What follows belongs to an exercise in optimizing a design on an open flow for small area; a production flow would make more cautious choices. Only simulation tests tie the RTL to the original design; equivalence was not proved.

rev 12:
## sid_filter
module sid_filter (
    input  logic               clk,
    input  logic               rst,
    input  logic [4:0]         cycle,
    input  logic [31:0]        freg,
    input  logic               cfg_model,
    input  logic [8:0]         cfg_fc_base,
    input  logic signed [10:0] cfg_fc_offset,
    input  logic signed [21:0] voice_i,
    output logic signed [19:0] audio_o
);
Size in the first run: about 22,000 um^2 of cells after synthesis.
Settings: LEC_CHECK=0, ABC_AREA=1, CAP_MARGIN=20, CORE_MARGIN=2, CORE_UTILIZATION=65, PLACE_DENSITY=0.75, SLEW_MARGIN=20, SYNTH_MEMORY_MAX_BITS=32768; clock period 18.0 ns.
standard.sh (not shown) runs the stock make flow with config.mk's settings and CLKGATE_MAP_FILE= SYNTH_SCRIPT=/design/flow/synth_recipe.tcl, a recipe that flattens the netlist after the stock synthesis.
==> flow/flow/run.sh <==
#!/bin/bash
# Own layout flow: the standard synthesis, then
#  - fixfa.py removes inverters between full adders (choosing each full
#    adder's polarity; the logic and the registers stay the same),
#  - ports are buffered with the smallest buffer (buf_1),
# then the standard layout from the synthesized netlist on.
set -euo pipefail
R=orfs/results/${FLOW_PLATFORM}/sid_filter/base
bash standard.sh synth > synth.log 2>&1
python3 flow/fixfa.py $R/1_2_yosys.v $R/1_2_yosys_fixfa.v > fixfa.log 2>&1
cp $R/1_2_yosys.v $R/1_2_yosys_orig.v
cp $R/1_2_yosys_fixfa.v $R/1_2_yosys.v
touch $R/1_2_yosys.v
export BUFFER_PORTS_ARGS="-buffer_cell sky130_fd_sc_hd__buf_1"
bash standard.sh > layout.log 2>&1
Other scripts of this flow, unchanged in this note and not shown: flow/flow/fixfa.py
Edits applied to the flow inputs when going from rev 12 to rev 13:
diff --git a/flow/design.v b/flow/design.v
--- a/flow/design.v
+++ b/flow/design.v
@@ -1595,26 +1595,22 @@
         ph_lpbp <= c_2 || c_4;
         ph_hp   <= c_5;
     end
     logic signed [15:0] v5, v4, v3, v2, v1, v0;
     logic signed [15:0] v_next;
     logic [14:0]        a;
     logic signed [15:0] b;
     logic [33:0]        mx;
     logic [26:10]       my;
     logic [33:0]        o;
-    logic [14:0] a_op;
-    always_comb begin
-        a_op = (ph_lpbp || ph_hp) ? a : { 11'b0, vol };
-    end
     muladd opamp (
-        .a (a_op),
+        .a (a),
         .b (b),
         .x (mx),
         .y (my),
         .k (ph_hp),
         .o (o)
     );
     always_comb begin
         mx = '0;
         my = '0;
         if (ph_lpbp) begin
@@ -1631,35 +1627,36 @@
     always_ff @(posedge clk) begin
         if (rst) begin
             { v5, v4, v3, v2, v1, v0 } <= '0;
         end else if (c_3 || c_5 || c_6) begin
             { v5, v4, v3, v2, v1, v0 } <= { v4, v3, v2, v1, v0, v_next };
         end
     end
     logic [10:0]        fc;
     logic [11:0]        fc_offset;
     logic [12:0]        dac_x;
-    logic signed [10:0] fc_x, fc_x_next;
+    logic signed [10:0] fc_x;
     always_comb begin
         fc = { freg_fc_hi, freg_fc_lo[2:0] };
         fc_offset = { 12'(signed'(cfg_fc_offset)) } + 12'h600;
     end
     sid_dac fc_dac (
         .vin  (fc),
         .noff (~{ fc_offset[11], fc_offset }),
         .x    (dac_x)
     );
-    always_comb begin
-        fc_x_next = (signed'(dac_x) < -1023) ? -11'sd1023 :
+    always_ff @(posedge clk) begin
+        if (c_1) begin
+            fc_x <= (signed'(dac_x) < -1023) ? -11'sd1023 :
                     (signed'(dac_x) >  1023) ?  11'sd1023 :
                     dac_x[10:0];
-        fc_x = a[10:0];
+        end
     end
     logic [9:0]  tanh_i;
     logic [13:0] tanh_y;
     logic [14:0] w0_p, w0_q, w0;
     logic        w0_c;
     sid_tanh tanh_tbl (
         .i (tanh_i),
         .y (tanh_y)
     );
     always_comb begin
@@ -1765,17 +1762,17 @@
         if (c_4 || c_6 || c_7 || c_8) begin
             vf <= f_sum;
         end
         if (c_5) begin
             mode <= freg_mode[2:1];
             vol  <= freg_vol;
         end
     end
     always_ff @(posedge clk) begin
         unique0 case (1'b1)
-          c_1:      a <= 15'(unsigned'(fc_x_next));
-          c_2:      a <= w0;
+          c_2, c_4: a <= w0;
           c_5:      a <= 15'(_1_Q_lsl10);
+          c_8:      a <= 15'(vol);
           default: ;
         endcase
     end
 endmodule
Findings:
- Rev 13 finished every stage and its layout cleared the timing, DRC and antenna checks.
- Rev 13 gives more synthesized cell count than rev 12 did.
- Rev 13 vs rev 12 — final core utilization dropped 0.62 points.
- Rev 13 gives less routed wire length than rev 12 did.
- For the met2 layer usage reported by global route, rev 13 came in 1.3 points lower than rev 12 did.
- Comparing rev 12 and rev 13, area of all placed cells without fillers is higher on rev 13.

-- static timing again, ports no longer ideal --
No port has a modelled driver above. Below, the same layouts with a new extraction and two added sets of constraints. Step 1, drivers: a clkbuf_16 drives clk and a buf_2 each remaining input, both assumed. Step 2 adds t to the input delays and takes it off the output delays; t is the mean of the earliest and latest rising clock arrival at the registers after step 1. Input paths then give back, and output paths get back, about the clock's delay inside the block. Three values: no drivers, after step 1, after step 2; two values: the first two.
| run | t (ns) | setup WS [ns] | clock arrival spread, ns |
|---|---|---|---|
| rev 12 | 0.512 | 0.836 / 0.836 / 0.836 | 0.017 / 0.017 |
| rev 13 | 0.518 | 0.764 / 0.764 / 0.764 | 0.024 / 0.025 |
After both steps every run listed still meets setup and hold.
